Context: an optimization exercise on an open-source flow, tuned for small area, a short achievable clock period and few clock cycles per item. The choices shown serve that exercise and are no tape-out recipe.
The RTL was checked by simulation tests, not by an equivalence proof against the original design.
Power figures rest on the tool's default switching activity, not on a simulated workload.

==> 07-18: inputs <==
==> flow/design.v <==
module core (
    input [31:0] data_in,
    input rst,
    input clk,
    output wire [31:0] addr,
    output wire [31:0] data_out,
    output wire mem_ren,
    output wire mem_wen
);
assign data_out = 32'd0;
assign mem_wen = 1'b0;
reg run;
always @(posedge clk, posedge rst)
    if (rst) run <= 1'b0;
    else run <= 1'b1;
assign mem_ren = run;
reg [31:0] ea, eb;       
reg [2:0]  ef3;          
reg        ealt;         
reg [4:0]  erd;          
reg        ebr;          
reg [29:0] eseq;         
reg [29:0] etgt;         
wire [32:0] sum1 = {ea, 1'b1} + {eb, ealt};
wire [31:0] sum = sum1[32:1];
reg  [15:0] cp, cg;       
reg         ccin, cinv;
integer k;
reg  [15:0] tg [0:4];
reg  [15:0] tp [0:4];
integer l, j;
always @(*) begin
    tg[0] = cg;
    tp[0] = cp;
    for (l = 0; l < 4; l = l + 1) begin
        tg[l+1] = 16'd0;
        tp[l+1] = 16'd0;
        for (j = 0; j < (8 >> l); j = j + 1) begin
            tg[l+1][j] = tg[l][2*j+1] | (tp[l][2*j+1] & tg[l][2*j]);
            tp[l+1][j] = tp[l][2*j+1] & tp[l][2*j];
        end
    end
end
wire cmp = tg[4][0] | (tp[4][0] & ccin);
reg  [32:0] sa;
reg  [4:0]  sh;
wire [32:0] sr = $signed(sa) >>> sh;
reg  [31:0] sl;
always @(*)
    for (k = 0; k < 32; k = k + 1)
        sl[k] = sr[31-k];
reg [31:0] res;
always @(*)
    case (ef3)
    3'b000: res = sum;
    3'b001: res = sl;
    3'b010: res = {31'd0, cmp};
    3'b011: res = {31'd0, cmp};
    3'b100: res = ea ^ eb;
    3'b101: res = sr[31:0];
    3'b110: res = ea | eb;
    default: res = ea & eb;
    endcase
wire taken = ebr & (cmp ^ cinv);
wire [29:0] fpc = ({30{taken}} & etgt) | ({30{~taken}} & eseq);
assign addr = {fpc, 2'b00};
reg [31:0] r [1:31];
reg [31:1] v;
integer i;
always @(posedge clk)
    for (i = 1; i < 32; i = i + 1)
        if (erd == i) r[i] <= res;
always @(posedge clk, posedge rst)
    if (rst) v <= 31'd0;
    else
        for (i = 1; i < 32; i = i + 1)
            if (erd == i) v[i] <= 1'b1;
wire [31:0] ins = data_in;
wire [4:0]  rs1 = ins[19:15];
wire [4:0]  rs2 = ins[24:20];
wire [2:0]  f3  = ins[14:12];
wire        is_br  = ins[6];         
wire        is_imm = ~ins[5];        
wire is_shift   = ~is_br & (f3[1:0] == 2'b01);        
wire is_sub     = ~is_br & ~is_imm & ins[30] & (f3 == 3'b000);    
wire cmp_eq     = is_br & ~f3[2];                   
wire cmp_signed = is_br ? ~f3[1] : ~f3[0];           
wire fwd1 = (rs1 == erd) && (erd != 5'd0);
wire fwd2 = (rs2 == erd) && (erd != 5'd0);
reg [31:0] rd1, rd2;
always @(*) begin
    rd1 = 32'd0;
    rd2 = 32'd0;
    for (i = 1; i < 32; i = i + 1) begin
        if (rs1 == i && v[i]) rd1 = rd1 | r[i];
        if (rs2 == i && v[i]) rd2 = rd2 | r[i];
    end
end
wire [31:0] opa = fwd1 ? res : rd1;
wire [31:0] bp = ~(opa ^ opb);
wire [31:0] bg = {cmp_signed ? opa[31] & ~opb[31] : ~opa[31] & opb[31], ~opa[30:0] & opb[30:0]} & {32{~cmp_eq}};
reg  [31:0] opa_rev;
always @(*)
    for (k = 0; k < 32; k = k + 1)
        opa_rev[k] = opa[31-k];
wire [31:0] opb = is_imm ? {{20{ins[31]}}, ins[31:20]} : (fwd2 ? res : rd2);
always @(posedge clk) begin
    ea   <= opa;
    eb   <= opb ^ {32{is_sub}};
    sa   <= {is_shift & f3[2] & ins[30] & opa[31], (f3[2] ? opa : opa_rev) & {32{is_shift}}};
    sh   <= opb[4:0] & {5{is_shift}};
    for (k = 0; k < 16; k = k + 1) begin
        cp[k] <= bp[2*k+1] & bp[2*k];
        cg[k] <= bg[2*k+1] | (bp[2*k+1] & bg[2*k]);
    end
    ccin <= cmp_eq;
    cinv <= is_br & f3[0];
    ef3  <= f3;
    ealt <= is_sub;
    etgt <= fpc + {{20{ins[31]}}, ins[7], ins[30:25], ins[11:9]};
end
always @(posedge clk, posedge rst)
    if (rst) begin
        erd <= 5'd0;
        ebr <= 1'b0;
        eseq <= 30'h3fffffff;    
    end else begin
        erd <= (run && !is_br) ? ins[11:7] : 5'd0;
        ebr <= run && is_br;
        eseq <= fpc + 30'd1;
    end
endmodule
==> flow/run.sh <==
#!/bin/bash
# synth_recipe.tcl (not shown) runs the flow's synth.tcl, then flattens the netlist and writes it again
# the make line also repeats each setting of config.mk as NAME=value (left out here)
make -C /OpenROAD-flow-scripts/flow DESIGN_CONFIG=/design/flow/config.mk WORK_HOME=/design/flow/orfs CLKGATE_MAP_FILE= SYNTH_SCRIPT=/design/flow/synth_recipe.tcl finish
==> flow/config.mk <==
export PLATFORM = sky130hd
export DESIGN_NAME = core
export DESIGN_NICKNAME = core
export VERILOG_FILES = /design/flow/design.v
export SDC_FILE = /design/flow/constraint.sdc
export NUM_CORES = 4
export LEC_CHECK = 0
export CAP_MARGIN = 20
export CORE_MARGIN = 2
export CORE_UTILIZATION = 50
export CTS_CLUSTER_DIAMETER = 150
export CTS_CLUSTER_SIZE = 20
export PLACE_DENSITY = 0.65
export SETUP_SLACK_MARGIN = 5
export SLEW_MARGIN = 20
export TNS_END_PERCENT = 0
==> flow/constraint.sdc <==
create_clock -name core_clock -period 10.0 [get_ports {clk}]
set_input_delay 2.0000 -clock core_clock [delete_from_list [all_inputs] [get_ports {clk}]]
set_output_delay 2.0000 -clock core_clock [all_outputs]
set_load 0.01 [all_outputs]
==> inputs of 01-15, as changes to 07-18 <==
==> flow/design.v (replaced) <==
module core (
    input [31:0] data_in,
    input rst,
    input clk,
    output wire [31:0] addr,
    output wire [31:0] data_out,
    output wire mem_ren,
    output wire mem_wen
);
assign data_out = 32'd0;
assign mem_wen = 1'b0;
reg run;
always @(posedge clk, posedge rst)
    if (rst) run <= 1'b0;
    else run <= 1'b1;
assign mem_ren = run;
reg [31:0] ea, eb;       
reg [2:0]  ef3;          
reg        ealt;         
reg [4:0]  erd;          
reg        ebr;          
reg [29:0] epc;          
reg [10:0] eoff;         
wire [31:0] sum = ealt ? ea - eb : ea + eb;
wire        ltu = ea < eb;
wire        lts = $signed(ea) < $signed(eb);
wire        eq  = ea == eb;
wire [31:0] sra = $signed(ea) >>> eb[4:0];
wire [31:0] srl = ea >> eb[4:0];
reg [31:0] res;
always @(*)
    case (ef3)
    3'b000: res = sum;
    3'b001: res = ea << eb[4:0];
    3'b010: res = {31'd0, lts};
    3'b011: res = {31'd0, ltu};
    3'b100: res = ea ^ eb;
    3'b101: res = ealt ? sra : srl;
    3'b110: res = ea | eb;
    default: res = ea & eb;
    endcase
wire cond  = ef3[2] ? (ef3[1] ? ltu : lts) : eq;
wire taken = ebr & (cond ^ ef3[0]);
wire [29:0] pc_seq = epc + 30'd1;
wire [29:0] pc_tgt = epc + {{19{eoff[10]}}, eoff};
wire [29:0] fpc = taken ? pc_tgt : pc_seq;
assign addr = {fpc, 2'b00};
reg [31:0] r [1:31];
reg [31:1] v;
integer i;
always @(posedge clk)
    for (i = 1; i < 32; i = i + 1)
        if (erd == i) r[i] <= res;
always @(posedge clk, posedge rst)
    if (rst) v <= 31'd0;
    else
        for (i = 1; i < 32; i = i + 1)
            if (erd == i) v[i] <= 1'b1;
wire [31:0] ins = data_in;
wire [4:0]  rs1 = ins[19:15];
wire [4:0]  rs2 = ins[24:20];
wire [2:0]  f3  = ins[14:12];
wire        is_br  = ins[6];         
wire        is_imm = ~ins[5];        
wire fwd1 = (rs1 == erd) && (erd != 5'd0);
wire fwd2 = (rs2 == erd) && (erd != 5'd0);
reg [31:0] rd1, rd2;
always @(*) begin
    rd1 = 32'd0;
    rd2 = 32'd0;
    for (i = 1; i < 32; i = i + 1) begin
        if (rs1 == i && v[i]) rd1 = rd1 | r[i];
        if (rs2 == i && v[i]) rd2 = rd2 | r[i];
    end
end
wire [31:0] opa = fwd1 ? res : rd1;
wire [31:0] opb = is_imm ? {{20{ins[31]}}, ins[31:20]} : (fwd2 ? res : rd2);
always @(posedge clk) begin
    ea   <= opa;
    eb   <= opb;
    ef3  <= f3;
    ealt <= ins[30] & (ins[5] | f3 == 3'b101);
    eoff <= {ins[31], ins[7], ins[30:25], ins[11:9]};
end
always @(posedge clk, posedge rst)
    if (rst) begin
        erd <= 5'd0;
        ebr <= 1'b0;
        epc <= 30'h3ffffffe;     
    end else begin
        erd <= (run && !is_br) ? ins[11:7] : 5'd0;
        ebr <= run && is_br;
        epc <= fpc;
    end
endmodule
==> flow/config.mk (replaced) <==
export PLATFORM = sky130hd
export DESIGN_NAME = core
export DESIGN_NICKNAME = core
export VERILOG_FILES = /design/flow/design.v
export SDC_FILE = /design/flow/constraint.sdc
export NUM_CORES = 4
export LEC_CHECK = 0
export CAP_MARGIN = 20
export CORE_MARGIN = 2
export CORE_UTILIZATION = 25
export PLACE_DENSITY = 0.45
export SLEW_MARGIN = 20
==> inputs of 07-21, as changes to 07-18 <==
==> flow/design.v (replaced) <==
module core (
    input [31:0] data_in,
    input rst,
    input clk,
    output wire [31:0] addr,
    output wire [31:0] data_out,
    output wire mem_ren,
    output wire mem_wen
);
assign data_out = 32'd0;
assign mem_wen = 1'b0;
reg run;
always @(posedge clk, posedge rst)
    if (rst) run <= 1'b0;
    else run <= 1'b1;
assign mem_ren = run;
reg [31:0] ea, eb;       
reg [2:0]  ef3;          
reg        ealt;         
reg [4:0]  erd;          
reg        ebr;          
reg [29:0] epc;          
reg [10:0] eoff;         
wire [31:0] sum = ealt ? ea - eb : ea + eb;
reg  [31:0] cp, cg;
wire        eq = &cp;
reg         lt;
integer k;
always @(*) begin
    lt = 1'b0;
    for (k = 0; k < 32; k = k + 1)
        lt = cg[k] | (cp[k] & lt);
end
wire        altu = ea < eb;
wire        alts = $signed(ea) < $signed(eb);
wire [31:0] sra = $signed(ea) >>> eb[4:0];
wire [31:0] srl = ea >> eb[4:0];
reg [31:0] res;
always @(*)
    case (ef3)
    3'b000: res = sum;
    3'b001: res = ea << eb[4:0];
    3'b010: res = {31'd0, alts};
    3'b011: res = {31'd0, altu};
    3'b100: res = ea ^ eb;
    3'b101: res = ealt ? sra : srl;
    3'b110: res = ea | eb;
    default: res = ea & eb;
    endcase
wire cond  = ef3[2] ? lt : eq;
wire taken = ebr & (cond ^ ef3[0]);
wire [29:0] pc_seq = epc + 30'd1;
wire [29:0] pc_tgt = epc + {{19{eoff[10]}}, eoff};
wire [29:0] fpc = ({30{taken}} & pc_tgt) | ({30{~taken}} & pc_seq);
assign addr = {fpc, 2'b00};
reg [31:0] r [1:31];
reg [31:1] v;
integer i;
always @(posedge clk)
    for (i = 1; i < 32; i = i + 1)
        if (erd == i) r[i] <= res;
always @(posedge clk, posedge rst)
    if (rst) v <= 31'd0;
    else
        for (i = 1; i < 32; i = i + 1)
            if (erd == i) v[i] <= 1'b1;
wire [31:0] ins = data_in;
wire [4:0]  rs1 = ins[19:15];
wire [4:0]  rs2 = ins[24:20];
wire [2:0]  f3  = ins[14:12];
wire        is_br  = ins[6];         
wire        is_imm = ~ins[5];        
wire fwd1 = (rs1 == erd) && (erd != 5'd0);
wire fwd2 = (rs2 == erd) && (erd != 5'd0);
reg [31:0] rd1, rd2;
always @(*) begin
    rd1 = 32'd0;
    rd2 = 32'd0;
    for (i = 1; i < 32; i = i + 1) begin
        if (rs1 == i && v[i]) rd1 = rd1 | r[i];
        if (rs2 == i && v[i]) rd2 = rd2 | r[i];
    end
end
wire [31:0] opa = fwd1 ? res : rd1;
wire [31:0] opb = is_imm ? {{20{ins[31]}}, ins[31:20]} : (fwd2 ? res : rd2);
always @(posedge clk) begin
    ea   <= opa;
    eb   <= opb;
    cp   <= ~(opa ^ opb);
    cg   <= {f3[1] ? ~opa[31] & opb[31] : opa[31] & ~opb[31], ~opa[30:0] & opb[30:0]};
    ef3  <= f3;
    ealt <= ins[30] & (ins[5] | f3 == 3'b101);
    eoff <= {ins[31], ins[7], ins[30:25], ins[11:9]};
end
always @(posedge clk, posedge rst)
    if (rst) begin
        erd <= 5'd0;
        ebr <= 1'b0;
        epc <= 30'h3ffffffe;     
    end else begin
        erd <= (run && !is_br) ? ins[11:7] : 5'd0;
        ebr <= run && is_br;
        epc <= fpc;
    end
endmodule
==> flow/config.mk (replaced) <==
export PLATFORM = sky130hd
export DESIGN_NAME = core
export DESIGN_NICKNAME = core
export VERILOG_FILES = /design/flow/design.v
export SDC_FILE = /design/flow/constraint.sdc
export NUM_CORES = 4
export LEC_CHECK = 0
export ABC_CLOCK_PERIOD_IN_PS = 5000
export CAP_MARGIN = 20
export CORE_MARGIN = 2
export CORE_UTILIZATION = 40
export PLACE_DENSITY = 0.6
export SETUP_SLACK_MARGIN = 4.5
export SLEW_MARGIN = 20
==> comparison table <==
|  | 01-15 | 07-21 | 07-18 |
|---|---|---|---|
| Result of the run | complete, no violations | complete, no violations | complete, no violations |
| Peak supply drop | 0.136 mV | 0.167 mV | 0.166 mV |
| Endpoint, Worst Hold | v[22] | v[14] | v[23] |
| Power consumed by sequential cells | 5.57 mW | 5.98 mW | 6.08 mW |
| Number of vias after detailed routing | 48,900 | 51,500 | 48,800 |
| Data arrival at the endpoint of the critical path | 7.52 ns | 3.82 ns | 6.08 ns |
| Overall Power | 12.6 mW | 13.3 mW | 11.4 mW |
| Peak fanout along the critical path | 10 | 4 | 18 |
| Total area of multi-input combinational cells | 0.0216 mm2 | 0.0236 mm2 | 0.0221 mm2 |
| Capturing instance or port of the critical path | addr[30] | addr[31] | cg[13] |
| CP startpoint kind | register | register | primary input |
| Amount of wire on met3 after detailed routing | 40.6 mm | 50.0 mm | 46.1 mm |
| Average wire length per cell after detail routing | 40.3 um | 41.3 um | 41.7 um |
| Number of warnings printed during yosys synthesis | 2 | 2 | 4 |
| Final core utilization | 0.291 | 0.462 | 0.553 |
| Max incr delay on CP | 0.64 ns | 0.57 ns | 0.67 ns |
| Net count of the finished layout | 4,656 | 4,995 | 4,753 |
Testbench counts of 07-18, summed over its fixed seeds: cycles 51,909, instrs 51,525.
Testbench counts of 01-15, summed over its fixed seeds: cycles 51,909, instrs 51,525.
Testbench counts of 07-21, summed over its fixed seeds: cycles 51,909, instrs 51,525.

port drivers added, routing unchanged:
How much do the figures lean on ideal ports? The routed layouts below were timed once more, with nothing changed but the port constraints.
Step 1 (the two cells are an assumption about what drives the block):
set clk [get_ports {clk}]
set_driving_cell -lib_cell sky130_fd_sc_hd__clkbuf_16 $clk
set_driving_cell -lib_cell sky130_fd_sc_hd__buf_2 [delete_from_list [all_inputs] $clk]
Step 2 adds t to the input delays and takes it off the output delays; t is the mean of the earliest and latest rising clock arrival at the registers after step 1. Input paths then give back, and output paths get back, about the clock's delay inside the block.
Slacks: ideal ports / drivers / drivers and shift; pairs: ideal ports / drivers.
| run | t (ns) | slack for setup (ns) | hold WS [ns] | worst setup path at the end | worst data-port slew with drivers (ns) |
|---|---|---|---|---|---|
| 07-18 | 0.765 | 4.515 / 4.560 / 3.795 | 0.502 / 0.502 / 0.502 | input to register | 0.07 |
| 01-15 | 0.872 | 0.483 / 0.389 / 1.261 | 0.482 / 0.482 / 0.482 | register to output | 0.04 |
| 07-21 | 0.851 | 4.179 / 4.096 / 3.501 | 0.485 / 0.485 / 0.485 | input to register | 0.08 |
After both steps every run listed still meets setup and hold. For 07-18, which loses most, drivers alone change the setup slack by +0.045 ns; drivers and shift together by -0.720 ns.
